This is an optimization exercise on Yosys and OpenROAD, whose aim is small area and a short achievable clock period, not a production implementation. No functional check of the RTL was part of any run shown here. Power is estimated from default activity; no workload was simulated. The clock port is modelled as an ideal driver; clocking choices that lean on that would not hold on a real chip.

## flow/flow/run.sh

```bash
#!/bin/bash
bash standard.sh "BUFFER_PORTS_ARGS=-buffer_cell sky130_fd_sc_hd__buf_4" "CTS_ARGS=-sink_clustering_enable -repair_clock_nets -sink_clustering_size 36 -sink_clustering_max_diameter 80 -buf_list sky130_fd_sc_hd__clkbuf_16 -dont_use_dummy_load" finish > standard.log 2>&1
```

## flow/standard.sh

```bash
#!/bin/bash
# synth_recipe.tcl (not shown) runs the flow's synth.tcl, then flattens the netlist and writes it again
# the make line also repeats each setting of config.mk as NAME=value (left out here)
make -C /OpenROAD-flow-scripts/flow DESIGN_CONFIG=/design/flow/config.mk WORK_HOME=/design/flow/orfs CLKGATE_MAP_FILE= SYNTH_SCRIPT=/design/flow/synth_recipe.tcl "${@:-finish}"
```

## flow/config.mk

```make
export PLATFORM = sky130hd
export DESIGN_NAME = ambilight
export DESIGN_NICKNAME = ambilight
export VERILOG_FILES = /design/flow/design.v
export SDC_FILE = /design/flow/constraint.sdc
export NUM_CORES = 8
export LEC_CHECK = 0
export CAP_MARGIN = 40
export CORE_MARGIN = 2
export CORE_UTILIZATION = 40
export SLEW_MARGIN = 40
```

## flow/constraint.sdc

```tcl
create_clock -name core_clock -period 20.0 [get_ports {clk}]
set_input_delay 4.0000 -clock core_clock [delete_from_list [all_inputs] [get_ports {clk}]]
set_output_delay 4.0000 -clock core_clock [all_outputs]
set_load 0.01 [all_outputs]
```

## flow/design.v

```verilog
`timescale 1ns / 1ps
module ambilight (
    input clk,           
    input rst,           
    input [23:0] rbg,    
    input vde,           
    input vsync,         
    output led_data      
    );
    localparam N = 39;           
    localparam W = 14;           
    reg rst_r;                   
    always @(posedge clk) rst_r <= rst;
    reg d_vsync, d_valid;
    reg [6:0] hs, vs;
    reg [4:0] hp;
    reg [3:0] vp;
    wire rise = vsync & ~d_vsync;
    wire fall = ~vsync & d_vsync;
    wire lend = d_valid & ~vde;
    wire [6:0] hsb = rst_r ? 7'd0 : hs;
    wire [4:0] hpb = rst_r ? 5'd0 : hp;
    wire [6:0] vsb = rst_r ? 7'd0 : vs;
    wire [3:0] vpb = rst_r ? 4'd0 : vp;
    wire [6:0] hs_inc = (hsb == 100) ? 7'd0 : hsb + 1'b1;
    wire [4:0] hp_inc = (hsb == 100 && hpb != 19) ? hpb + 1'b1 : hpb;
    wire [6:0] vs_inc = (vsb == 97) ? 7'd0 : vsb + 1'b1;
    wire [3:0] vp_inc = (vsb == 97 && vpb != 11) ? vpb + 1'b1 : vpb;
    always @(posedge clk) begin
      d_vsync <= vsync & ~rst;
      d_valid <= vde & ~rst;
      if (vde) begin
        hs <= hs_inc; hp <= hp_inc;
      end else if (d_valid) begin
        hs <= 0; hp <= 0;
      end else begin
        hs <= hsb; hp <= hpb;
      end
      if (lend) begin
        vs <= vs_inc; vp <= vp_inc;
      end else if (rise) begin
        vs <= 0; vp <= 0;
      end else begin
        vs <= vsb; vp <= vpb;
      end
    end
    wire [6:0] dvl = (vs > 51) ? vs - 7'd51 : 7'd51 - vs;
    wire [6:0] dvr = (vs > 49) ? vs - 7'd49 : 7'd49 - vs;
    wire [6:0] dht = (hs > 50) ? hs - 7'd50 : 7'd50 - hs;
    wire [6:0] dhr = 7'd101 - hs;
    wire in_l = (hp == 0) && (vp <= 10) && (hs < 8) && (dvl < 8) && (hs + dvl < 8);
    wire in_t = (vp == 0) && (hp != 0) && (hp <= 18) && (dht < 8) && (vs < 8) && (dht + vs < 8);
    wire in_r = (hp == 18) && (vp != 0) && (vp <= 10) && (dhr < 8) && (dvr < 8) && (dhr + dvr < 8);
    wire in_any = in_l | in_t | in_r;
    wire [5:0] led1 = in_l ? 6'd10 - vp : in_t ? 6'd10 + hp : 6'd28 + vp;
    reg pv;
    reg [5:0] pled;
    reg [23:0] pix;      
    always @(posedge clk) begin
      pv <= vde & ~rst & ~rst_r & in_any;
      pled <= led1;
      pix <= {rbg[7:0], rbg[23:16], rbg[15:8]};
    end
    reg clr_r;                       
    always @(posedge clk) clr_r <= rst | fall;
    reg [5:0] pos;                   
    reg [5:0] cc;                    
    reg [3*W*N-1:0] ring;            
    wire [3*W-1:0] rin = ring[3*W*N-1 -: 3*W];
    reg st_r;                        
    wire stale = st_r | clr_r;
    wire [5:0] pos_n = (rst_r || pos == N-1) ? 6'd0 : pos + 1'b1;
    wire [5:0] cc_n = clr_r ? 6'd1 : (cc == N) ? cc : cc + 1'b1;
    reg av, bv;
    reg [5:0] aled, bled;
    reg [3*W-1:0] asum;              
    reg [32:0] bsum;                 
    reg ma_r, mb_r;                  
    wire ma = ma_r & ~clr_r;
    wire mb = mb_r & ~clr_r;
    wire [3*W-1:0] bsum_w = {3'b0, bsum[32:22], 3'b0, bsum[21:11], 3'b0, bsum[10:0]};
    wire [3*W-1:0] xadd = ma ? asum : mb ? bsum_w : {3*W{1'b0}};
    wire [3*W-1:0] rbase = stale ? {3*W{1'b0}} : rin;
    wire [3*W-1:0] hsum;
    assign hsum[3*W-1 -: W] = rbase[3*W-1 -: W] + xadd[3*W-1 -: W];
    assign hsum[2*W-1 -: W] = rbase[2*W-1 -: W] + xadd[2*W-1 -: W];
    assign hsum[W-1 -: W]   = rbase[W-1 -: W]   + xadd[W-1 -: W];
    wire a_same = av && (aled == pled) && !clr_r;
    wire akeep = pv ? (a_same && !ma) : 1'b1;
    wire [3*W-1:0] abase = akeep ? asum : {3*W{1'b0}};
    wire [23:0] apix = pv ? pix : 24'd0;
    wire [3*W-1:0] anew;
    assign anew[3*W-1 -: W] = abase[3*W-1 -: W] + apix[23:16];
    assign anew[2*W-1 -: W] = abase[2*W-1 -: W] + apix[15:8];
    assign anew[W-1 -: W]   = abase[W-1 -: W]   + apix[7:0];
    wire move = !clr_r && pv && !a_same && av && !ma;      
    wire av_n = pv | (~clr_r & av & ~ma);
    wire [5:0] aled_n = (pv | clr_r) ? pled : aled;
    wire bv_n = ~clr_r & (move | (bv & ~mb));
    wire [5:0] bled_n = move ? aled : bled;
    always @(posedge clk) begin
      pos <= pos_n;
      cc <= cc_n;
      st_r <= (cc_n != N);
      ma_r <= av_n & (aled_n == pos_n);
      mb_r <= bv_n & (bled_n == pos_n);
      ring <= {ring[3*W*(N-1)-1:0], hsum};
      av <= av_n;
      bv <= bv_n;
      asum <= anew;
      if (pv | clr_r) aled <= pled;
      if (move) begin
        bled <= aled;
        bsum <= {asum[3*W-4 -: 11], asum[2*W-4 -: 11], asum[W-4 -: 11]};
      end
    end
    reg [5:0] out_cnt;
    reg rdy;
    reg load_r;
    wire ready = (out_cnt == N) & rdy;
    always @(posedge clk) load_r <= rise & ~rst & (ready | rst_r);
    reg fact;                        
    reg [5:0] fd;                    
    reg [5:0] fcc;                   
    reg fst;                         
    reg flast_r;                     
    reg sav, sbv;
    reg [5:0] saled;
    reg [3*W-1:0] sasum;
    reg sma_r, smb_r;                
    wire fnow = load_r | fact;
    wire [3*W-1:0] sxadd = sma_r ? sasum : smb_r ? bsum_w : {3*W{1'b0}};
    wire [3*W-1:0] sbase = fst ? {3*W{1'b0}} : rin;
    wire [3*W-1:0] fsum;
    assign fsum[3*W-1 -: W] = sbase[3*W-1 -: W] + sxadd[3*W-1 -: W];
    assign fsum[2*W-1 -: W] = sbase[2*W-1 -: W] + sxadd[2*W-1 -: W];
    assign fsum[W-1 -: W]   = sbase[W-1 -: W]   + sxadd[W-1 -: W];
    wire [23:0] fval = {fsum[3*W-1 -: 8], fsum[2*W-1 -: 8], fsum[W-1 -: 8]};
    reg [24*N-1:0] oring;            
    reg hit;                         
    wire [5:0] fcc_n = fnow ? ((fcc == N) ? fcc : fcc + 1'b1) : cc_n;
    wire flast_n = fact & (fd == 1);
    wire sav_n = fnow ? sav : av & ~clr_r;
    wire [5:0] saled_n = fnow ? saled : aled;
    wire sbv_n = fnow ? sbv : bv & ~clr_r;
    always @(posedge clk) begin
      if (rst_r) begin
        fact <= 1'b0;
      end else if (load_r) begin
        fact <= 1'b1; fd <= N-2;
      end else if (fact) begin
        if (fd == 0) fact <= 1'b0;
        fd <= fd - 1'b1;
      end
      fcc <= fcc_n;
      fst <= (fcc_n != N) & ~flast_n;
      flast_r <= flast_n;
      sav <= sav_n; sbv <= sbv_n; saled <= saled_n;
      if (!fnow) sasum <= asum;
      sma_r <= sav_n & (saled_n == pos_n) & ~flast_n;
      smb_r <= sbv_n & (bled == pos_n) & ~flast_n;
      oring <= {oring[24*(N-1)-1:0], fnow ? fval : oring[24*N-1 -: 24]};
      hit <= (pos == cur_led);
    end
    reg trig, t_valid_reg, t_valid, nxt_reg, nxt_s;
    reg [5:0] avg_led;
    wire d_trig_w;
    wire nxt_out_w;
    always @(posedge clk) begin
      if (rst_r) begin
        {t_valid, t_valid_reg} <= 2'b00;
        {nxt_s, nxt_reg} <= 2'b11;
      end else begin
        {t_valid, t_valid_reg} <= {t_valid_reg, d_trig_w};
        {nxt_s, nxt_reg} <= {nxt_reg, nxt_out_w};
      end
      if (rst_r) begin
        out_cnt <= N;
        trig <= 1'b0;
      end else if (load_r) begin
        out_cnt <= 0;
        avg_led <= 0;
        if (nxt_s) trig <= 1'b1;
      end else if (out_cnt < N) begin
        avg_led <= out_cnt;
        if (nxt_s) trig <= 1'b1;
        if (t_valid && trig) begin
          trig <= 1'b0;
          out_cnt <= out_cnt + 1'b1;
        end
      end else
        out_cnt <= N;
    end
    localparam IDLE=3'd0, TRANS=3'd1, TRANSX=3'd2, UPDATE=3'd4, FIN=3'd5;
    reg [2:0] state;
    reg [15:0] counter;
    reg chg;
    reg i_out;
    reg dg_trig_reg, dg_trig, d_trig;
    reg [4:0] idx;
    reg [5:0] buf_led, cur_led;
    reg cur_bit;
    reg buf_up;
    reg nxt;
    reg [2:0] state_n;
    reg i_next;
    assign led_data = i_out;
    assign d_trig_w = d_trig;
    assign nxt_out_w = nxt & ~d_trig;
    always @(*) rdy = (state == IDLE);
    wire capture = ~d_trig & dg_trig & (nxt | rdy);
    always @(posedge clk) begin
      if (rst_r) {dg_trig, dg_trig_reg} <= 2'b00;
      else {dg_trig, dg_trig_reg} <= {dg_trig_reg, trig};
      if (rst_r) nxt <= 1'b1;
      else if (capture) begin
        buf_led <= avg_led;
        nxt <= 1'b0;
      end else if (buf_up) nxt <= 1'b1;
      if (rst_r) d_trig <= 1'b0;
      else d_trig <= dg_trig;
      if (hit) cur_bit <= oring[idx];
    end
    always @(*) begin
      state_n = state;
      if (rst_r) state_n = IDLE;
      else case (state)
        IDLE:   if (!nxt) state_n = TRANS;
        TRANS:  state_n = TRANSX;
        TRANSX: if (counter >= 16'd182 + cur_bit) state_n = UPDATE;
        UPDATE: if (idx == 0) begin
                  if (!nxt) state_n = TRANS;
                  else if (counter > 16'd3713) state_n = FIN;
                end else state_n = TRANS;
        FIN:    if (counter > 16'd55687) state_n = IDLE;
        default: ;
      endcase
    end
    always @(*) begin
      i_next = 1'b0;
      if (!rst_r && state == TRANSX)
        i_next = (counter < 16'd59) | ((counter < 16'd119) & cur_bit);
    end
    always @(posedge clk) begin
      counter <= chg ? 16'd0 : counter + 1'b1;
      chg <= (state_n != state);
      state <= state_n;
      i_out <= i_next & ~rst;
      buf_up <= 1'b0;
      if (rst_r) begin
        idx <= 5'd23;
      end else begin
        case (state)
          IDLE: begin
            if (!nxt) begin
              cur_led <= buf_led; buf_up <= 1'b1; idx <= 5'd23;
            end
          end
          UPDATE: begin
            if (idx == 0) begin
              if (!nxt) begin
                idx <= 5'd23; cur_led <= buf_led; buf_up <= 1'b1;
              end
            end else idx <= idx - 1'b1;
          end
          FIN: buf_up <= 1'b1;
          default: ;
        endcase
      end
    end
endmodule
```

==> impl_metrics.csv, run 1 <==
group,metric,value,unit
sta,fin_crit,5120,ps
routing,vias_per_cell,4.18,
logic_synthesis,synth_top_family_by_area,"simple AND/OR/NAND/NOR gates",
hold_path,hold_start,"ring[520]$_DFF_P_",
logic_synthesis,synthesis.area,0.0694,mm²
logic_synthesis,syn-num-nets,4694,
logic_synthesis,syn_inst,4505,
clock_network,ctsHoldBuffers,0,
routing,routed_wl,90800,µm
routing,detail-route-antenna-nets,0,
logic_synthesis,synth_warnings,1,
floorplanning,ios,29,
hold_path,hold_depth,0,
logic_synthesis,yosysTopAreaCell,"dfxtp_1",
logic_synthesis,async_flop_share,0,%
logic_synthesis,ys_top_cells_by_area,"dfxtp_1, edfxtp_1, ha_1",
outcome,status,"complete, no violations",
floorplanning,die_h,420,µm
logic_synthesis,synth_mux_area_share,0.759,%
sta,clock.fmax,195,MHz
sta,skew,95.1,ps
logic_synthesis,synth_cell_types,85,
placed_design,place_hpwl,54600,µm
logic_synthesis,synth-adder-area-share,2.97,%
logic_synthesis,seq_area_frac_synth,84.1,%
sta,finalMaxSlewViolations,0,
finish,final_layout_size_suffix_gt1_share,4.86,%
routing,drcViolationCount,0,
setup_path,crit_fanout,1,
logic_synthesis,synth_top_flop_cell,"dfxtp_1",
finish,regMostFlops,"ring",
setup_path,cp.required,16000,ps
sta,hold_slack,232,ps
routing,drt_iter0_drc,1182,
clock_network,cts_sinks,2865,
clock_network,clock_latency,750,ps
setup_path,slowest_stage,"dfxtp_1",
finish,fin_cells,6885,
clock_network,cts_buffers,105,
setup_path,critical_path.top_delay_family,"flip-flops",
clock_network,cts_root_buf,"clkbuf_16",
hold_path,holdPathEnd,"ring[562]$_DFF_P_",
logic_synthesis,ys_ff_latch,2865,
sta,setup_viol,0,
placed_design,place_ws,14780,ps
floorplanning,core_area,0.172,mm²
clock_network,clock_path_buffers,3,
hold_path,hold_class,"register to register",
sta,hold_viol,0,
finish,seqCellArea,0.0584,mm²
logic_synthesis,synthXorXnorAreaFrac,2.21,%
finish,largest_register_ffs,1638,
placed_design,port_buffers,28,
sta,period_share,25.6,%
sta,setup_ws,14880,ps
flow_run,maxCapViolCount,0,
floorplanning,die_x,420,µm
grt,antenna_found_initial,4,
setup_path,reg2reg_from,"vs[2]$_DFF_P_",
floorplanning,die_area,0.177,mm²
finish,multi_input_area,0.0104,mm²
logic_synthesis,syn_area_per_cell,15.4,µm²
sta,worst_slew_pin_slew,832,ps
setup_path,crit_chain,"buf_4",
setup_path,rr_worst_depth,14,
grt,grt_pass1_vias,27900,
pwr,ir_drop,0.0714,mV
logic_synthesis,synth-edff-count,100,
floorplanning,row_count,152,
logic_synthesis,yosys.area_share.simple,5.45,%
pwr,p_leak,0.0298,µW
routing,first_pass_iters,7,
finish,syn2layout_area_growth,8.01,%
sta,setup_tns,0,ps
routing,drt-wirelength-per-cell,13.2,µm
finish,fin_nets,4763,
grt,grt_usage,10.3,%
setup_path,endpoint_kind,"output pin",
setup_path,critPathBufInv,1,
clock_network,cts-resized-gates,0,
grt,grt_pass1_wl,147000,µm
setup_path,r2r_slack,15650,ps
clock_network,clk_pin_slew,120,ps
pwr,powerDensity,115,mW/mm²
placed_design,place_congestion,0.762,
setup_path,crit_path_start_kind,"register",
setup_path,max_stage_delay,320,ps
logic_synthesis,synth_compound_area_share,3.62,%
grt,grt-ovfl-total,0,
logic_synthesis,synth_top_cell_area_share,79.8,%
placed_design,dp_cells,6776,
floorplanning,initial_utilization,40.3,%
finish,n_fill_cell,15300,
grt,grt_max_degree,76,
setup_path,timing.rr.end,"pled[2]$_DFF_P_",
finish,top_regs,"ring x1638, oring x936",
clock_network,cts_setup_buffers,0,
sta,max-slew-margin-rel,43.8,%
clock_network,htreeDepth,3,
routing,num_vias,28800,
setup_path,crit_arrival,1120,ps
clock_network,cts_tree,"done",
setup_path,criticalPathCategory,"register to output pin",
sta,rsz0062_at_grt,"no",
[layout make-up]
| class | instances | share of cell area (%) |
|---|---|---|
| Antenna cell | 3 | 0.0100 |
| Timing Repair Buffer | 41 | 0.433 |
| Tap cell | 2310 | 3.86 |
| Inverter | 69 | 0.346 |
| Sequential cell | 2865 | 77.9 |
| Multi-Input combinational cell | 1492 | 13.9 |
| Clock buffer | 105 | 3.51 |
[logic make-up (layout without fill, tap and decap cells)]
kind of cell | count (synthesis) | after routing
and+or+nand+nor | 736 | 736
AOI/OAI and AO/OA | 383 | 383
muxes | 38 | 38
buffers and inverters | 148 | 215
other | 0 | 3
adders and majority gates | 161 | 161
xor gates and xnor gates | 174 | 174
DFF | 2865 | 2865
[where the power goes]
group,total (µW),switching [µW],internal (µW)
Sequential,6030,72.4,5960
Clock,2470,1530,945
Combinational,99.8,58.0,41.8
Total,8600,1660,6940
[layer usage]
layer	vias to the layer above	track usage [%]	wire length (µm)
met5	-	0	8
met4	2	3.53	2140
met3	124	1.70	3260
met2	280	15.2	37300
met1	13700	15.4	48100
li1	14700	-	-
[cells in the final DEF, fill, tap and decap left out, drive strengths merged, types with 6 or more instances in the layout]
master  synthesis  routed
nand3b          8       8
clkbuf         67     105
nor2b          77      77
a22o           30      30
o21ai          99      99
or4             8       8
a211oi          6       6
nand4          20      20
xnor2         119     119
nand3          49      49
o21a            9       9
mux2           14      14
o31ai           7       7
a21o           25      25
dfxtp        2765    2765
ha            155     155
nor3b           6       6
and3           17      17
o211ai          9       9
o41ai           6       6
or3            14      14
mux2i          14      14
nand2         185     185
and2          107     107
inv            69      69
fa              6       6
nor2          131     131
xor2           55      55
nor4           20      20
mux4           10      10
a31oi          15      15
nor3           43      43
nand2b         28      28
a31o           10      10
a21oi         108     108
edfxtp        100     100
o21bai         14      14
buf            12      41
or2            12      12
[synth_stat cells (all sizes together) (20+ instances only)]
cell	n
nand3	49
clkbuf	67
nor2	131
nor2b	77
inv	69
a22o	30
nand4	20
xnor2	119
o21ai	99
nand2	185
nor4	20
a21oi	108
ha	155
and2	107
nand2b	28
dfxtp	2765
xor2	55
nor3	43
a21o	25
edfxtp	100
[worst max-delay path by stage]
| stage | startpoint | cells after the start | end |
|---|---|---|---|
| 2_1_floorplan | vde | 4 | hp[4]$_DFF_P_ |
| 3_3_place_gp | vde | 6 | vs[5]$_DFF_P_ |
| 3_5_place_dp | vde | 5 | vs[5]$_DFF_P_ |
| 4_1_cts | i_out$_DFF_P_ | 1 | led_data |
| 5_1_grt | i_out$_DFF_P_ | 1 | led_data |
| 6_report | i_out$_DFF_P_ | 1 | led_data |
[metrics by stage]
stage | utilization, % | cell area [µm²] | power, µW
4_1_cts | 43.6 | 74900 | 8720
5_1_grt | 43.6 | 74900 | 8940
6_report | 43.6 | 74900 | 8600
3_3_place_gp | 42.0 | 72200 | 6250
2_1_floorplan | - | 69400 | 6200
3_5_place_dp | 42.0 | 72300 | 6260
==> run 2, diff against run 1 <==
--- a/flow/design.v
+++ b/flow/design.v
@@ -9,6 +9,17 @@
     );
     localparam N = 39;           
     localparam W = 14;           
+    function automatic [13:0] radd(input [13:0] a, input [13:0] b);
+      integer i;
+      reg c;
+      begin
+        c = 1'b0;
+        for (i = 0; i < 14; i = i + 1) begin
+          radd[i] = a[i] ^ b[i] ^ c;
+          c = (a[i] & b[i]) | (a[i] & c) | (b[i] & c);
+        end
+      end
+    endfunction
     reg rst_r;                   
     always @(posedge clk) rst_r <= rst;
     reg d_vsync, d_valid;
@@ -82,17 +93,17 @@
     wire [3*W-1:0] xadd = ma ? asum : mb ? bsum_w : {3*W{1'b0}};
     wire [3*W-1:0] rbase = stale ? {3*W{1'b0}} : rin;
     wire [3*W-1:0] hsum;
-    assign hsum[3*W-1 -: W] = rbase[3*W-1 -: W] + xadd[3*W-1 -: W];
-    assign hsum[2*W-1 -: W] = rbase[2*W-1 -: W] + xadd[2*W-1 -: W];
-    assign hsum[W-1 -: W]   = rbase[W-1 -: W]   + xadd[W-1 -: W];
+    assign hsum[3*W-1 -: W] = radd(rbase[3*W-1 -: W], xadd[3*W-1 -: W]);
+    assign hsum[2*W-1 -: W] = radd(rbase[2*W-1 -: W], xadd[2*W-1 -: W]);
+    assign hsum[W-1 -: W] = radd(rbase[W-1 -: W], xadd[W-1 -: W]);
     wire a_same = av && (aled == pled) && !clr_r;
     wire akeep = pv ? (a_same && !ma) : 1'b1;
     wire [3*W-1:0] abase = akeep ? asum : {3*W{1'b0}};
     wire [23:0] apix = pv ? pix : 24'd0;
     wire [3*W-1:0] anew;
-    assign anew[3*W-1 -: W] = abase[3*W-1 -: W] + apix[23:16];
-    assign anew[2*W-1 -: W] = abase[2*W-1 -: W] + apix[15:8];
-    assign anew[W-1 -: W]   = abase[W-1 -: W]   + apix[7:0];
+    assign anew[3*W-1 -: W] = radd(abase[3*W-1 -: W], {6'd0, apix[23:16]});
+    assign anew[2*W-1 -: W] = radd(abase[2*W-1 -: W], {6'd0, apix[15:8]});
+    assign anew[W-1 -: W] = radd(abase[W-1 -: W], {6'd0, apix[7:0]});
     wire move = !clr_r && pv && !a_same && av && !ma;      
     wire av_n = pv | (~clr_r & av & ~ma);
     wire [5:0] aled_n = (pv | clr_r) ? pled : aled;
@@ -132,9 +143,9 @@
     wire [3*W-1:0] sxadd = sma_r ? sasum : smb_r ? bsum_w : {3*W{1'b0}};
     wire [3*W-1:0] sbase = fst ? {3*W{1'b0}} : rin;
     wire [3*W-1:0] fsum;
-    assign fsum[3*W-1 -: W] = sbase[3*W-1 -: W] + sxadd[3*W-1 -: W];
-    assign fsum[2*W-1 -: W] = sbase[2*W-1 -: W] + sxadd[2*W-1 -: W];
-    assign fsum[W-1 -: W]   = sbase[W-1 -: W]   + sxadd[W-1 -: W];
+    assign fsum[3*W-1 -: W] = radd(sbase[3*W-1 -: W], sxadd[3*W-1 -: W]);
+    assign fsum[2*W-1 -: W] = radd(sbase[2*W-1 -: W], sxadd[2*W-1 -: W]);
+    assign fsum[W-1 -: W] = radd(sbase[W-1 -: W], sxadd[W-1 -: W]);
     wire [23:0] fval = {fsum[3*W-1 -: 8], fsum[2*W-1 -: 8], fsum[W-1 -: 8]};
     reg [24*N-1:0] oring;            
     reg hit;                         
==> run 2 against run 1 <==
  * Still clean
  * Critical path depth grew 18
  * Register-to-register slack lost 1900 ps
  * Core utilization shrank 0.37 points
  * Die area shrank 2.2%
  * Flip-flop and latch count is the same
  * Maximum frequency shrank 18%
  * Synthesized area shrank 2.2%
  * Sequential power shrank 4.0%
  * Synthesized cell count shrank 7.7%
  * Largest power group unchanged
  * Highest routed layer unchanged
==> impl_metrics.csv, run 2 <==
group,metric,value,unit
clock_network,cts_setup_buffers,0,
grt,grt_pass1_vias,25500,
clock_network,ctsHoldBuffers,0,
finish,fin_nets,4399,
pwr,p_clk_share,28.7,%
floorplanning,core_area,0.169,mm²
hold_path,hold_class,"register to register",
clock_network,htreeDepth,3,
routing,drt_iter0_drc,1473,
sta,fin_crit,6280,ps
floorplanning,initial_utilization,40.1,%
finish,syn2layout_area_growth,7.61,%
logic_synthesis,ys_top_cells_by_area,"dfxtp_1, edfxtp_1, fa_1",
finish,largest_register_ffs,1638,
finish,utilization,43.2,%
floorplanning,row_count,151,
placed_design,port_buffers,28,
finish,n_fill_cell,15000,
sta,skew,97.0,ps
floorplanning,die_area,0.173,mm²
logic_synthesis,synth.most_common_cell,"dfxtp_1",
grt,grt_usage,9.84,%
finish,final_layout_size_suffix_gt1_share,4.41,%
sta,clock.fmax,159,MHz
logic_synthesis,syn_inst,4160,
grt,grt_max_degree,83,
clock_network,cts_root_buf,"clkbuf_16",
pwr,powerDensity,113,mW/mm²
pwr,pwr-share-comb,1.0,%
logic_synthesis,seq_area_frac_synth,86.1,%
logic_synthesis,synth_top_flop_cell,"dfxtp_1",
pwr,switching_power,1560,µW
sta,finalMaxSlewViolations,0,
pwr,swShare,19.0,%
pwr,p_int,6660,µW
finish,top_regs,"ring x1638, oring x936",
setup_path,crit_arrival,6890,ps
logic_synthesis,synth_top_cell_area_share,81.6,%
routing,drt-wirelength-per-cell,13.3,µm
sta,hold_slack,276,ps
setup_path,crit_path_start_kind,"register",
clock_network,cts_tree,"done",
routing,first_pass_iters,5,
routing,drcViolationCount,0,
floorplanning,die_h,416,µm
logic_synthesis,ys_top_cells_by_count,"dfxtp_1, nand2_1, and2_1",
pwr,p_leak,0.0287,µW
logic_synthesis,async_flop_share,0,%
finish,most-common-layout-cells,"dfxtp_1, nand2_1, and2_1",
clock_network,cts_sinks,2865,
clock_network,cts-resized-gates,0,
sta,max-slew-margin-rel,44.5,%
clock_network,clk_pin_slew,120,ps
placed_design,place_congestion,0.798,
logic_synthesis,yosysTopAreaCell,"dfxtp_1",
pwr,ir_drop,0.0600,mV
clock_network,clock_latency,750,ps
finish,final_common_cell,"dfxtp_1",
flow_run,maxCapViolCount,0,
setup_path,endpoint_kind,"register",
routing,routed_wl,85500,µm
logic_synthesis,synth-edff-count,100,
routing,num_vias,26500,
floorplanning,die_x,416,µm
grt,grt-ovfl-total,0,
logic_synthesis,syn_area_per_cell,16.3,µm²
logic_synthesis,ys_ff_latch,2865,
clock_network,clock_path_buffers,3,
grt,grt_pass1_wl,137000,µm
setup_path,crit_fanout,42,
sta,worst_slew_pin_slew,821,ps
setup_path,cp.required,20610,ps
logic_synthesis,synthesis.area,0.0678,mm²
floorplanning,ios,29,
grt,antenna_found_initial,6,
logic_synthesis,syn-num-nets,4343,
routing,detail-route-antenna-nets,0,
logic_synthesis,synth_cell_types,76,
clock_network,cts_buffers,95,
logic_synthesis,synth_warnings,1,
pwr,seqPwrFrac,70.4,%
sta,setup_viol,0,
routing,vias_per_cell,4.11,
finish,regMostFlops,"ring",
setup_path,criticalPathCategory,"register to register",
sta,rsz0062_at_grt,"no",
sta,period_share,31.4,%
outcome,status,"complete, no violations",
sta,setup_tns,0,ps
placed_design,place_hpwl,53100,µm
sta,hold_viol,0,
[run 2: cell count changes after synthesis, sizes merged, moves of 26 or more]
cell,before,now
a21oi,108,43
a22o,30,58
ha,155,77
fa,6,78
xnor2,119,50
o21ai,99,55
nor2b,77,51
nor2,131,80
[run 2: layout make-up]
type | count | area [µm²] | share of cell area [%]
repair buffers | 38 | 289 | 0.396
diodes | 3 | 7.51 | 0.0103
inverters | 60 | 225 | 0.309
multi-input cells | 1156 | 8930 | 12.2
well taps | 2218 | 2780 | 3.80
flip-flops and latches | 2865 | 58400 | 80.0
clock buffers | 95 | 2380 | 3.26
[run 2: cells by family after synthesis]
group,after synthesis,share of synthesized area [%]
simple gates,610,4.69
flops,2865,86.1
fa+ha+maj,163,3.84
buf+inv,139,0.795
xor+xnor,87,1.12
mux,41,0.829
compound gates,255,2.66
[run 2: path summary, 6_finish.rpt]
kind | depth (start not counted) | slack (ps) | to | from
hold / removal | 0 | 280 | oring[338]$_DFF_P_ | oring[314]$_DFF_P_
hold reg to reg | 0 | 280 | oring[338]$_DFF_P_ | oring[314]$_DFF_P_
setup reg to reg | 19 | 13720 | ring[41]$_DFF_P_ | clr_r$_DFF_P_
setup / recovery | 19 | 13720 | ring[41]$_DFF_P_ | clr_r$_DFF_P_
[run 2: metrics by stage]
step	std cells	instance area (µm²)	total power, µW	setup WS (ps)
after global placement	6337	70600	5990	13720
after global routing	6432	73000	8530	13420
after CTS	6432	73000	8320	13670
after floorplan	4160	67800	5960	13930
final	6435	73000	8220	13720
after detailed placement	6337	70600	6000	13650
[run 2: worst max-delay path, cell delays in order (launching register included)]
cell and delay, ps:
dfxtp_1 660, nor2b_4 60, buf_4 310, a22o_1 300, ha_1 190, fa_1 350, inv_1 80, fa_1 160
inv_1 50, fa_1 390, fa_1 390, fa_1 390, fa_1 390, fa_1 390, fa_1 390, fa_1 380
fa_1 380, fa_1 390, fa_1 380, xnor2_1 130
[run 2: per-layer routing]
layer	GRT usage, %	vias up	wire (µm)
met5	0	-	8
met4	3.90	2	3040
met3	1.86	139	2750
met2	14.3	274	34700
met1	14.5	12600	45000
li1	-	13400	-
[run 2: power by group through the flow]
| stage | Sequential [µW] | Combinational [µW] | Clock, µW |
|---|---|---|---|
| final | 5790 | 78.1 | 2360 |
| after global routing | 5790 | 89.2 | 2640 |
| after CTS | 5790 | 79.6 | 2450 |
| after detailed placement | 5920 | 79.1 | 0 |
| after global placement | 5920 | 76.3 | 0 |
| after floorplan | 5900 | 62.1 | 0 |
==> run 3, diff against run 2 <==
--- a/flow/design.v
+++ b/flow/design.v
@@ -9,17 +9,6 @@
     );
     localparam N = 39;           
     localparam W = 14;           
-    function automatic [13:0] radd(input [13:0] a, input [13:0] b);
-      integer i;
-      reg c;
-      begin
-        c = 1'b0;
-        for (i = 0; i < 14; i = i + 1) begin
-          radd[i] = a[i] ^ b[i] ^ c;
-          c = (a[i] & b[i]) | (a[i] & c) | (b[i] & c);
-        end
-      end
-    endfunction
     reg rst_r;                   
     always @(posedge clk) rst_r <= rst;
     reg d_vsync, d_valid;
@@ -55,15 +44,18 @@
         vs <= vsb; vp <= vpb;
       end
     end
-    wire [6:0] dvl = (vs > 51) ? vs - 7'd51 : 7'd51 - vs;
-    wire [6:0] dvr = (vs > 49) ? vs - 7'd49 : 7'd49 - vs;
-    wire [6:0] dht = (hs > 50) ? hs - 7'd50 : 7'd50 - hs;
-    wire [6:0] dhr = 7'd101 - hs;
-    wire in_l = (hp == 0) && (vp <= 10) && (hs < 8) && (dvl < 8) && (hs + dvl < 8);
-    wire in_t = (vp == 0) && (hp != 0) && (hp <= 18) && (dht < 8) && (vs < 8) && (dht + vs < 8);
-    wire in_r = (hp == 18) && (vp != 0) && (vp <= 10) && (dhr < 8) && (dvr < 8) && (dhr + dvr < 8);
-    wire in_any = in_l | in_t | in_r;
-    wire [5:0] led1 = in_l ? 6'd10 - vp : in_t ? 6'd10 + hp : 6'd28 + vp;
+    wire reg_l = (hp == 0) & (vp <= 10);
+    wire reg_t = (vp == 0) & (hp != 0) & (hp <= 18);
+    wire reg_r = (hp == 18) & (vp != 0) & (vp <= 10);
+    wire [6:0] cx = reg_l ? 7'd0 : reg_t ? 7'd50 : 7'd101;
+    wire [6:0] cy = reg_l ? 7'd51 : reg_t ? 7'd0 : 7'd49;
+    wire [7:0] ex = {1'b0, hs} - {1'b0, cx};
+    wire [7:0] ey = {1'b0, vs} - {1'b0, cy};
+    wire [6:0] dx = ex[7] ? -ex[6:0] : ex[6:0];
+    wire [6:0] dy = ey[7] ? -ey[6:0] : ey[6:0];
+    wire [3:0] dsum = dx[2:0] + dy[2:0];
+    wire in_any = (reg_l | reg_t | reg_r) & (dx[6:3] == 0) & (dy[6:3] == 0) & ~dsum[3];
+    wire [5:0] led1 = reg_l ? 6'd10 - vp : reg_t ? 6'd10 + hp : 6'd28 + vp;
     reg pv;
     reg [5:0] pled;
     reg [23:0] pix;      
@@ -93,17 +85,17 @@
     wire [3*W-1:0] xadd = ma ? asum : mb ? bsum_w : {3*W{1'b0}};
     wire [3*W-1:0] rbase = stale ? {3*W{1'b0}} : rin;
     wire [3*W-1:0] hsum;
-    assign hsum[3*W-1 -: W] = radd(rbase[3*W-1 -: W], xadd[3*W-1 -: W]);
-    assign hsum[2*W-1 -: W] = radd(rbase[2*W-1 -: W], xadd[2*W-1 -: W]);
-    assign hsum[W-1 -: W] = radd(rbase[W-1 -: W], xadd[W-1 -: W]);
+    assign hsum[3*W-1 -: W] = rbase[3*W-1 -: W] + xadd[3*W-1 -: W];
+    assign hsum[2*W-1 -: W] = rbase[2*W-1 -: W] + xadd[2*W-1 -: W];
+    assign hsum[W-1 -: W]   = rbase[W-1 -: W]   + xadd[W-1 -: W];
     wire a_same = av && (aled == pled) && !clr_r;
     wire akeep = pv ? (a_same && !ma) : 1'b1;
     wire [3*W-1:0] abase = akeep ? asum : {3*W{1'b0}};
     wire [23:0] apix = pv ? pix : 24'd0;
     wire [3*W-1:0] anew;
-    assign anew[3*W-1 -: W] = radd(abase[3*W-1 -: W], {6'd0, apix[23:16]});
-    assign anew[2*W-1 -: W] = radd(abase[2*W-1 -: W], {6'd0, apix[15:8]});
-    assign anew[W-1 -: W] = radd(abase[W-1 -: W], {6'd0, apix[7:0]});
+    assign anew[3*W-1 -: W] = abase[3*W-1 -: W] + apix[23:16];
+    assign anew[2*W-1 -: W] = abase[2*W-1 -: W] + apix[15:8];
+    assign anew[W-1 -: W]   = abase[W-1 -: W]   + apix[7:0];
     wire move = !clr_r && pv && !a_same && av && !ma;      
     wire av_n = pv | (~clr_r & av & ~ma);
     wire [5:0] aled_n = (pv | clr_r) ? pled : aled;
@@ -143,9 +135,9 @@
     wire [3*W-1:0] sxadd = sma_r ? sasum : smb_r ? bsum_w : {3*W{1'b0}};
     wire [3*W-1:0] sbase = fst ? {3*W{1'b0}} : rin;
     wire [3*W-1:0] fsum;
-    assign fsum[3*W-1 -: W] = radd(sbase[3*W-1 -: W], sxadd[3*W-1 -: W]);
-    assign fsum[2*W-1 -: W] = radd(sbase[2*W-1 -: W], sxadd[2*W-1 -: W]);
-    assign fsum[W-1 -: W] = radd(sbase[W-1 -: W], sxadd[W-1 -: W]);
+    assign fsum[3*W-1 -: W] = sbase[3*W-1 -: W] + sxadd[3*W-1 -: W];
+    assign fsum[2*W-1 -: W] = sbase[2*W-1 -: W] + sxadd[2*W-1 -: W];
+    assign fsum[W-1 -: W]   = sbase[W-1 -: W]   + sxadd[W-1 -: W];
     wire [23:0] fval = {fsum[3*W-1 -: 8], fsum[2*W-1 -: 8], fsum[W-1 -: 8]};
     reg [24*N-1:0] oring;            
     reg hit;                         
==> run 3 against run 2 <==
  * Still clean on timing, DRC and antenna
  * Global-route usage increased by 0.69 points
  * Maximum frequency increased by 23%
  * Synthesized area increased by 1.7%
  * Flip-flop and latch count unchanged
  * Total power increased by 4.6%
  * Cell count increased by 6.8%
  * Count of clock-buffer cells in the layout increased by 10
  * First-iteration DRC count increased by 0.81%
  * Die area increased by 1.7%
==> impl_metrics.csv, run 3 <==
group,metric,value,unit
routing,drt-wirelength-per-cell,13.3,µm
logic_synthesis,synth_top_flop_cell,"dfxtp_1",
finish,finalInstanceArea,0.0746,mm²
setup_path,crit_fanout,1,
outcome,status,"complete, no violations",
routing,drcViolationCount,0,
setup_path,r2r_slack,15340,ps
sta,period_share,25.6,%
grt,grt-ovfl-total,0,
finish,diodes,0,
setup_path,timing.rr.end,"pv$_DFF_P_",
logic_synthesis,seq_area_frac_synth,84.6,%
routing,num_vias,28700,
routing,vias_per_cell,4.17,
floorplanning,die_x,419,µm
logic_synthesis,synthesis.area,0.0690,mm²
grt,grt_pass1_vias,28300,
setup_path,cp.required,16000,ps
sta,max-slew-margin-rel,43.9,%
finish,most-common-layout-cells,"dfxtp_1, nand2_1, nor2_1",
logic_synthesis,synth.most_common_cell,"dfxtp_1",
placed_design,port_buffers,28,
setup_path,criticalPathCategory,"register to output pin",
setup_path,crit_start,"i_out$_DFF_P_",
hold_path,hold_depth,0,
grt,grt_usage,10.5,%
sta,fin_crit,5110,ps
hold_path,holdPathEnd,"oring[534]$_DFF_P_",
finish,top_regs,"ring x1638, oring x936",
clock_network,cts_sinks,2865,
placed_design,place_congestion,0.781,
sta,finalMaxSlewViolations,0,
sta,worst_slew_pin_slew,834,ps
logic_synthesis,syn_inst,4492,
routing,first_pass_iters,4,
clock_network,cts-resized-gates,0,
flow_run,maxCapViolCount,0,
logic_synthesis,syn_area_per_cell,15.4,µm²
setup_path,rr_worst_depth,19,
pwr,p_leak,0.0297,µW
setup_path,critical_path.top_delay_family,"flip-flops",
floorplanning,die_area,0.176,mm²
clock_network,htreeDepth,3,
logic_synthesis,synth_warnings,1,
floorplanning,core_area,0.172,mm²
clock_network,clock_latency,770,ps
placed_design,placed_cell_area,0.0719,mm²
sta,hold_viol,0,
logic_synthesis,synth_top_cell_area_share,80.2,%
setup_path,crit_path_start_kind,"register",
finish,final_common_cell,"dfxtp_1",
finish,syn2layout_area_growth,8.07,%
grt,grt_pass1_wl,148000,µm
setup_path,crit_arrival,1110,ps
clock_network,cts_buffers,105,
clock_network,cts_root_buf,"clkbuf_16",
logic_synthesis,ys_ff_latch,2865,
hold_path,hold_class,"register to register",
pwr,ir_drop,0.0885,mV
logic_synthesis,synth_cell_types,76,
sta,setup_tns,0,ps
setup_path,crit_chain,"buf_4",
clock_network,cts_tree,"done",
pwr,powerDensity,115,mW/mm²
setup_path,critPathBufInv,1,
sta,rsz0062_at_grt,"no",
logic_synthesis,ys_top_cells_by_count,"dfxtp_1, nand2_1, nor2_1",
logic_synthesis,synth-edff-count,100,
floorplanning,die_h,419,µm
clock_network,ctsHoldBuffers,0,
floorplanning,row_count,152,
clock_network,clock_path_buffers,3,
logic_synthesis,yosysTopAreaCell,"dfxtp_1",
clock_network,cts_setup_buffers,0,
finish,final_layout_size_suffix_gt1_share,4.38,%
floorplanning,initial_utilization,40.2,%
grt,antenna_found_initial,4,
setup_path,endpoint_kind,"output pin",
setup_path,max_stage_delay,300,ps
floorplanning,ios,29,
logic_synthesis,syn-num-nets,4668,
grt,grt_max_degree,76,
finish,regMostFlops,"ring",
sta,skew,127,ps
setup_path,slowest_stage,"dfxtp_1",
routing,drt_iter0_drc,1485,
routing,detail-route-antenna-nets,0,
logic_synthesis,async_flop_share,0,%
clock_network,clk_pin_slew,110,ps
sta,clock.fmax,196,MHz
setup_path,reg2reg_from,"hp[1]$_DFF_P_",
finish,largest_register_ffs,1638,
finish,fin_nets,4743,
placed_design,place_hpwl,56900,µm
logic_synthesis,ys_top_cells_by_area,"dfxtp_1, edfxtp_1, ha_1",
sta,setup_viol,0,
routing,routed_wl,91600,µm
hold_path,hold_start,"oring[510]$_DFF_P_",
-- run 3: report_power, final --
group	internal [µW]	switching [µW]
logic	41.2	52.5
clock network	945	1520
registers	5970	73.6
total	6950	1650
-- run 3: kinds of logic after synthesis --
kind of cell,after synthesis,synth area share [%]
flip-flops,2865,84.6
buffers and inverters,161,0.883
multiplexers,31,0.658
adder cells (fa/ha/maj),149,2.79
XOR/XNOR,171,2.17
AND/OR/NAND/NOR,732,5.33
AO/OA/AOI/OAI,383,3.59
-- run 3: how the worst max path moves through the flow --
stage,cells past startpoint,endpoint,slack [ps]
after floorplan,6,vp[3]$_DFF_P_,14840
after global placement,6,vp[3]$_DFF_P_,14400
after detailed placement,6,vp[3]$_DFF_P_,14400
after CTS,1,led_data,14790
after global routing,19,pv$_DFF_P_,14820
final,1,led_data,14890
-- run 3: final cells by class --
cell class / count / area (µm²)
Fill cell: 15500 / 97000
Sequential cell: 2865 / 58400
Multi-Input combinational cell: 1466 / 10100
Tap cell: 2310 / 2890
Clock buffer: 105 / 2630
Inverter: 91 / 342
Timing Repair Buffer: 38 / 285
-- run 3: through the flow --
| stage | hold WS (ps) | util, % | instances | power [µW] | setup WS [ps] |
|---|---|---|---|---|---|
| CTS | 198 | 43.5 | 6875 | 8720 | 14790 |
| detailed placement | 312 | 41.9 | 6770 | 6270 | 14400 |
| floorplan | 310 | - | 4492 | 6210 | 14840 |
| finish | 200 | 43.5 | 6875 | 8600 | 14890 |
| global route | 205 | 43.5 | 6875 | 8940 | 14820 |
| global placement | 310 | 41.9 | 6770 | 6260 | 14400 |
-- run 3: per-layer routing --
metal	vias to the layer above	GRT usage [%]	share of wire, %
met5	-	0	0
met1	13600	15.0	52
met2	312	15.8	41
met4	0	4.30	3.5
met3	144	1.83	3.5
li1	14600	-	-
==> run 4, diff against run 3 <==
--- a/flow/config.mk
+++ b/flow/config.mk
@@ -7,5 +7,5 @@
 export LEC_CHECK = 0
 export CAP_MARGIN = 40
 export CORE_MARGIN = 2
-export CORE_UTILIZATION = 40
+export CORE_UTILIZATION = 55
 export SLEW_MARGIN = 40
==> run 4 against run 3 <==
  * Via count down 2.0%
  * Critical path type unchanged
  * Largest power group unchanged
  * Cell count down 9.8%
  * Clock power down 4%
  * Worst setup slack worse by 56 ps
  * Critical endpoint unchanged
  * Highest routed layer unchanged
  * Clock skew down 35 ps
  * Routed wire length down 4.0%
==> impl_metrics.csv, run 4 <==
group,metric,value,unit
clock_network,cts-resized-gates,0,
logic_synthesis,seq_area_frac_synth,84.6,%
setup_path,critical_path.top_delay_family,"flip-flops",
routing,first_pass_iters,5,
finish,largest_register_ffs,1638,
finish,final_layout_size_suffix_gt1_share,4.21,%
finish,regMostFlops,"ring",
routing,drcViolationCount,0,
grt,grt-ovfl-total,0,
floorplanning,die_x,358,µm
setup_path,crit_fanout,1,
setup_path,endpoint_kind,"output pin",
logic_synthesis,synth_cell_types,76,
logic_synthesis,syn-num-nets,4668,
setup_path,crit_arrival,1170,ps
clock_network,clock_path_buffers,3,
setup_path,critPathBufInv,1,
logic_synthesis,syn_inst,4492,
routing,num_vias,28100,
sta,hold_slack,252,ps
grt,globalRouteMet3Util,2.34,%
grt,antenna_found_initial,1,
clock_network,cts_root_buf,"clkbuf_16",
grt,grt_max_degree,66,
clock_network,clk_pin_slew,120,ps
setup_path,crit_chain,"buf_4",
sta,hold_viol,0,
clock_network,cts_tree,"done",
pwr,total_power,8500,µW
clock_network,ctsHoldBuffers,0,
sta,worst_slew_pin_slew,696,ps
logic_synthesis,ys_top_cells_by_count,"dfxtp_1, nand2_1, nor2_1",
logic_synthesis,synthesis.area,0.0690,mm²
clock_network,htreeDepth,3,
finish,final_common_cell,"dfxtp_1",
finish,syn2layout_area_growth,6.55,%
logic_synthesis,async_flop_share,0,%
clock_network,cts_sinks,2865,
logic_synthesis,synth.most_common_cell,"dfxtp_1",
clock_network,clock_latency,720,ps
sta,fin_crit,5170,ps
logic_synthesis,yosysTopAreaCell,"dfxtp_1",
logic_synthesis,ys_ff_latch,2865,
sta,rsz0062_at_grt,"no",
sta,finalMaxSlewViolations,0,
placed_design,place_hpwl,54600,µm
clock_network,cts_buffers,96,
routing,routed_wl,88000,µm
logic_synthesis,syn_area_per_cell,15.4,µm²
routing,vias_per_cell,4.54,
logic_synthesis,synth_top_flop_cell,"dfxtp_1",
logic_synthesis,synth_warnings,1,
setup_path,criticalPathCategory,"register to output pin",
floorplanning,core_area,0.124,mm²
hold_path,hold_class,"register to register",
pwr,p_leak,0.0296,µW
sta,clock.fmax,194,MHz
grt,grt_usage,13.9,%
grt,globalRoute.busiestLayer,"met1",
clock_network,cts_setup_buffers,0,
floorplanning,die_h,358,µm
placed_design,place_congestion,0.790,
logic_synthesis,synth_top_cell_area_share,80.2,%
floorplanning,ios,29,
sta,setup_tns,0,ps
setup_path,max_stage_delay,330,ps
floorplanning,initial_utilization,55.6,%
routing,drt_iter0_drc,1537,
setup_path,slowest_stage,"dfxtp_1",
flow_run,maxCapViolCount,0,
floorplanning,die_area,0.128,mm²
pwr,powerDensity,116,mW/mm²
grt,grt_pass1_wl,142000,µm
routing,detail-route-antenna-nets,0,
sta,max-slew-margin-rel,53.6,%
logic_synthesis,synth-edff-count,100,
sta,setup_viol,0,
floorplanning,row_count,129,
routing,drt-wirelength-per-cell,14.2,µm
finish,top_regs,"ring x1638, oring x936",
placed_design,dp_cells,6100,
pwr,ir_drop,0.0825,mV
sta,period_share,25.8,%
grt,met2_usage,19.7,%
grt,grt_util_met1,21.8,%
grt,grt_pass1_vias,27100,
sta,skew,92.2,ps
setup_path,r2r_slack,15390,ps
finish,fin_cells,6198,
logic_synthesis,ys_top_cells_by_area,"dfxtp_1, edfxtp_1, ha_1",
setup_path,crit_path_start_kind,"register",
setup_path,cp.required,16000,ps
outcome,status,"complete, no violations",
placed_design,port_buffers,28,
finish,fin_nets,4737,
finish,most-common-layout-cells,"dfxtp_1, nand2_1, nor2_1",
[run 4: routing by layer]
layer | part of all wire, % | up-vias
li1 | - | 14600
met1 | 56 | 13100
met2 | 39 | 232
met3 | 2.8 | 134
met4 | 2.9 | 0
met5 | 0 | -
[run 4: metrics by stage]
stage                     setup slack [ps]  util [%]  area [µm²]
after floorplan                      14840         -       69000
after global placement               14450      57.3       71100
after detailed placement             14450      57.3       71100
after CTS                            14770      59.2       73500
after global routing                 14770      59.2       73500
final                                14830      59.2       73500
[run 4: worst paths after layout]
path / start / end / cells after the start
setup / recovery: i_out$_DFF_P_ / led_data / 1
setup reg to reg: vp[2]$_DFF_P_ / pv$_DFF_P_ / 18
hold / removal: ring[1552]$_DFF_P_ / ring[1594]$_DFF_P_ / 0
hold reg to reg: ring[1552]$_DFF_P_ / ring[1594]$_DFF_P_ / 0
[run 4: report_power, final]
| group | internal (µW) | switching [µW] | total, µW |
|---|---|---|---|
| clock | 871 | 1500 | 2370 |
| combinational | 41.5 | 53.7 | 95.2 |
| sequential | 5970 | 75.1 | 6040 |
| total | 6880 | 1630 | 8500 |
[run 4: area by class of cell]
class | instances | area [µm²]
inverter | 91 | 342
timing repair buffer | 41 | 308
sequential | 2865 | 58400
multi-input combinational | 1466 | 10000
antenna | 2 | 5.00
clock buffer | 96 | 2400
fill | 9688 | 50600
tap | 1637 | 2050
[run 4: logic make-up (layout without fill, tap and decap cells)]
logic type / after synthesis / after routing / share of synthesized area, %
AO/OA/AOI/OAI: 383 / 383 / 3.59
XOR/XNOR: 171 / 171 / 2.17
adder cells (fa/ha/maj): 149 / 149 / 2.79
buffers and inverters: 161 / 228 / 0.883
flip-flops: 2865 / 2865 / 84.6
multiplexers: 31 / 31 / 0.658
other: 0 / 2 / 0
AND/OR/NAND/NOR: 732 / 732 / 5.33
==> run 5, diff against run 4 <==
==> flow/flow/run.sh (replaced) <==
#!/bin/bash
bash standard.sh "BUFFER_PORTS_ARGS=-buffer_cell sky130_fd_sc_hd__buf_4" "CTS_ARGS=-sink_clustering_enable -repair_clock_nets -sink_clustering_size 33 -sink_clustering_max_diameter 80 -buf_list sky130_fd_sc_hd__clkbuf_16 -dont_use_dummy_load " finish > standard.log 2>&1
--- a/flow/config.mk
+++ b/flow/config.mk
@@ -7,5 +7,5 @@
 export LEC_CHECK = 0
 export CAP_MARGIN = 40
 export CORE_MARGIN = 2
-export CORE_UTILIZATION = 55
+export CORE_UTILIZATION = 40
 export SLEW_MARGIN = 40
==> run 5 against run 4 <==
  * Sequential share of layout area decreased by 1.3 points
  * Cell area is 1.6% higher
  * Flip-flop and latch count did not move
  * Synthesized cell count unchanged
  * Die area increased by 37%
  * Cell count grew 11%
  * Via count is 2.2% higher
  * Largest cell class unchanged
==> impl_metrics.csv, run 5 <==
group,metric,value,unit
finish,syn2layout_area_growth,8.30,%
setup_path,endpoint_kind,"output pin",
routing,first_pass_iters,5,
finish,regMostFlops,"ring",
grt,grt_max_degree,76,
routing,routed_wl,91700,µm
clock_network,cts_buffers,111,
clock_network,cts_root_buf,"clkbuf_16",
routing,vias_per_cell,4.18,
grt,grt-ovfl-total,0,
floorplanning,ios,29,
finish,top_regs,"ring x1638, oring x936",
finish,largest_register_ffs,1638,
logic_synthesis,syn-num-nets,4668,
logic_synthesis,synth-edff-count,100,
sta,clock.fmax,194,MHz
clock_network,cts_setup_buffers,0,
grt,grt_pass1_wl,149000,µm
logic_synthesis,synth_warnings,1,
pwr,ir_drop,0.0831,mV
sta,finalMaxSlewViolations,0,
placed_design,dp_cells,6770,
routing,num_vias,28700,
clock_network,cts_sinks,2865,
logic_synthesis,yosysTopAreaCell,"dfxtp_1",
sta,hold_viol,0,
sta,period_share,25.7,%
logic_synthesis,ys_top_cells_by_count,"dfxtp_1, nand2_1, nor2_1",
clock_network,cts-resized-gates,0,
clock_network,ctsHoldBuffers,0,
logic_synthesis,syn_inst,4492,
setup_path,crit_arrival,1140,ps
setup_path,criticalPathCategory,"register to output pin",
logic_synthesis,synth_cell_types,76,
clock_network,clock_path_buffers,3,
sta,setup_viol,0,
logic_synthesis,seq_area_frac_synth,84.6,%
finish,seqCellArea,0.0584,mm²
pwr,powerDensity,116,mW/mm²
placed_design,place_hpwl,56900,µm
finish,most-common-layout-cells,"dfxtp_1, nand2_1, nor2_1",
setup_path,max_stage_delay,310,ps
logic_synthesis,ys_ff_latch,2865,
setup_path,critical_path.top_delay_family,"flip-flops",
clock_network,clk_pin_slew,110,ps
clock_network,htreeDepth,3,
grt,grt_usage,10.6,%
placed_design,place_congestion,0.781,
outcome,status,"complete, no violations",
logic_synthesis,async_flop_share,0,%
logic_synthesis,ys_top_cells_by_area,"dfxtp_1, edfxtp_1, ha_1",
grt,grt_pass1_vias,28400,
pwr,p_leak,0.0298,µW
flow_run,maxCapViolCount,0,
routing,drcViolationCount,0,
setup_path,critPathBufInv,1,
placed_design,port_buffers,28,
finish,final_layout_size_suffix_gt1_share,4.51,%
floorplanning,row_count,152,
floorplanning,core_area,0.172,mm²
finish,final_common_cell,"dfxtp_1",
finish,n_fill_cell,15500,
finish,multi_input_area,0.0101,mm²
routing,detail-route-antenna-nets,0,
setup_path,crit_chain,"buf_4",
floorplanning,die_h,419,µm
routing,drt_iter0_drc,1498,
grt,antenna_found_initial,4,
logic_synthesis,syn_area_per_cell,15.4,µm²
setup_path,cp.required,16000,ps
sta,max-slew-margin-rel,45.7,%
floorplanning,die_area,0.176,mm²
setup_path,crit_fanout,1,
setup_path,slowest_stage,"dfxtp_1",
floorplanning,die_x,419,µm
sta,fin_crit,5140,ps
sta,worst_slew_pin_slew,814,ps
floorplanning,initial_utilization,40.2,%
sta,rsz0062_at_grt,"no",
hold_path,hold_class,"register to register",
logic_synthesis,synth.most_common_cell,"dfxtp_1",
sta,setup_tns,0,ps
logic_synthesis,synthesis.area,0.0690,mm²
routing,drt-wirelength-per-cell,13.3,µm
setup_path,crit_path_start_kind,"register",
finish,fin_cells,6883,
clock_network,clock_latency,770,ps
logic_synthesis,synth_top_cell_area_share,80.2,%
clock_network,cts_tree,"done",
sta,skew,93.1,ps
finish,fin_nets,4749,
logic_synthesis,synth_top_flop_cell,"dfxtp_1",
[run 5: cell counts after synthesis]
Identical to the previous run, type by type.
[run 5: cell families (layout without fill, tap and decap cells)]
kind of cell | after synthesis | after routing | share of synthesized area, %
mux | 31 | 31 | 0.658
buf+inv | 161 | 240 | 0.883
flops | 2865 | 2865 | 84.6
other cells | 0 | 2 | 0
fa+ha+maj | 149 | 149 | 2.79
compound gates | 383 | 383 | 3.59
simple gates | 732 | 732 | 5.33
xor+xnor | 171 | 171 | 2.17
[run 5: layout make-up]
class | instances | share of cell area, %
flip-flops and latches | 2865 | 78.1
diodes | 2 | 0.00670
inverters | 91 | 0.457
well taps | 2310 | 3.87
clock buffers | 111 | 3.72
multi-input cells | 1466 | 13.5
repair buffers | 38 | 0.382
[run 5: metal layers]
layer  vias up  track usage (%)  part of all wire [%]
met5         -                0                     0
met4         0             4.23                   3.7
met3       161             2.14                   3.7
met2       304             15.8                    41
met1     13600             15.0                    51
li1      14700                -                     -
[run 5: report_power, final]
group	internal, µW	switching (µW)
logic	41.2	52.2
registers	5960	73.1
clock network	994	1530
[run 5: path summary, 6_finish.rpt]
| kind | from | endpoint | slack, ps | cells after the start |
|---|---|---|---|---|
| setup / recovery | i_out$_DFF_P_ | led_data | 14860 | 1 |
| hold / removal | oring[558]$_DFF_P_ | oring[582]$_DFF_P_ | 220 | 0 |
| setup reg to reg | hp[1]$_DFF_P_ | pv$_DFF_P_ | 15340 | 19 |
| hold reg to reg | oring[558]$_DFF_P_ | oring[582]$_DFF_P_ | 220 | 0 |
[run 5: per-stage QoR]
stage | utilization [%] | hold WS [ps] | total power [µW] | cell area (µm²) | setup slack (ps)
CTS | 43.5 | 219 | 8780 | 74700 | 14770
global route | 43.6 | 207 | 9000 | 74700 | 14770
floorplan | - | 310 | 6210 | 69000 | 14840
detailed placement | 41.9 | 312 | 6270 | 71900 | 14400
finish | 43.6 | 222 | 8660 | 74700 | 14860
global placement | 41.9 | 310 | 6260 | 71900 | 14400

-- afterwards: timing with drivers on the ports --
The flow's constraints put no driver on any port. The routed layouts listed below were extracted and timed again, unchanged, in two steps. Step 1 assumes that a clkbuf_16 drives the clock port and a buf_2 every other input. Step 2 also shifts input and output timing later by t, the mid clock arrival at the registers, as if the neighbouring blocks saw the same clock. Slacks: ideal ports / drivers / drivers and shift; pairs: ideal ports / drivers.
| run | t (ns) | setup slack, ns | clock arrival spread, ns | slew at the worst register clock pin (ns) | cell pins on the clock port's net |
|---|---|---|---|---|---|
| run 1 | 0.769 | 14.879 / 14.806 / 14.733 | 0.114 / 0.114 | 0.12 / 0.12 | 1 |
| run 2 | 0.752 | 13.725 / 13.725 / 13.725 | 0.130 / 0.129 | 0.12 / 0.12 | 1 |
| run 3 | 0.781 | 14.889 / 14.817 / 14.363 | 0.135 / 0.135 | 0.12 / 0.12 | 1 |
| run 4 | 0.750 | 14.833 / 14.761 / 14.481 | 0.104 / 0.104 | 0.12 / 0.12 | 1 |
| run 5 | 0.794 | 14.855 / 14.777 / 14.397 | 0.108 / 0.108 | 0.11 / 0.11 | 1 |
After both steps setup and hold are still met in every run listed. The setup slack of run 3, which loses most, moves by -0.072 ns with the drivers and by -0.526 ns with both steps.
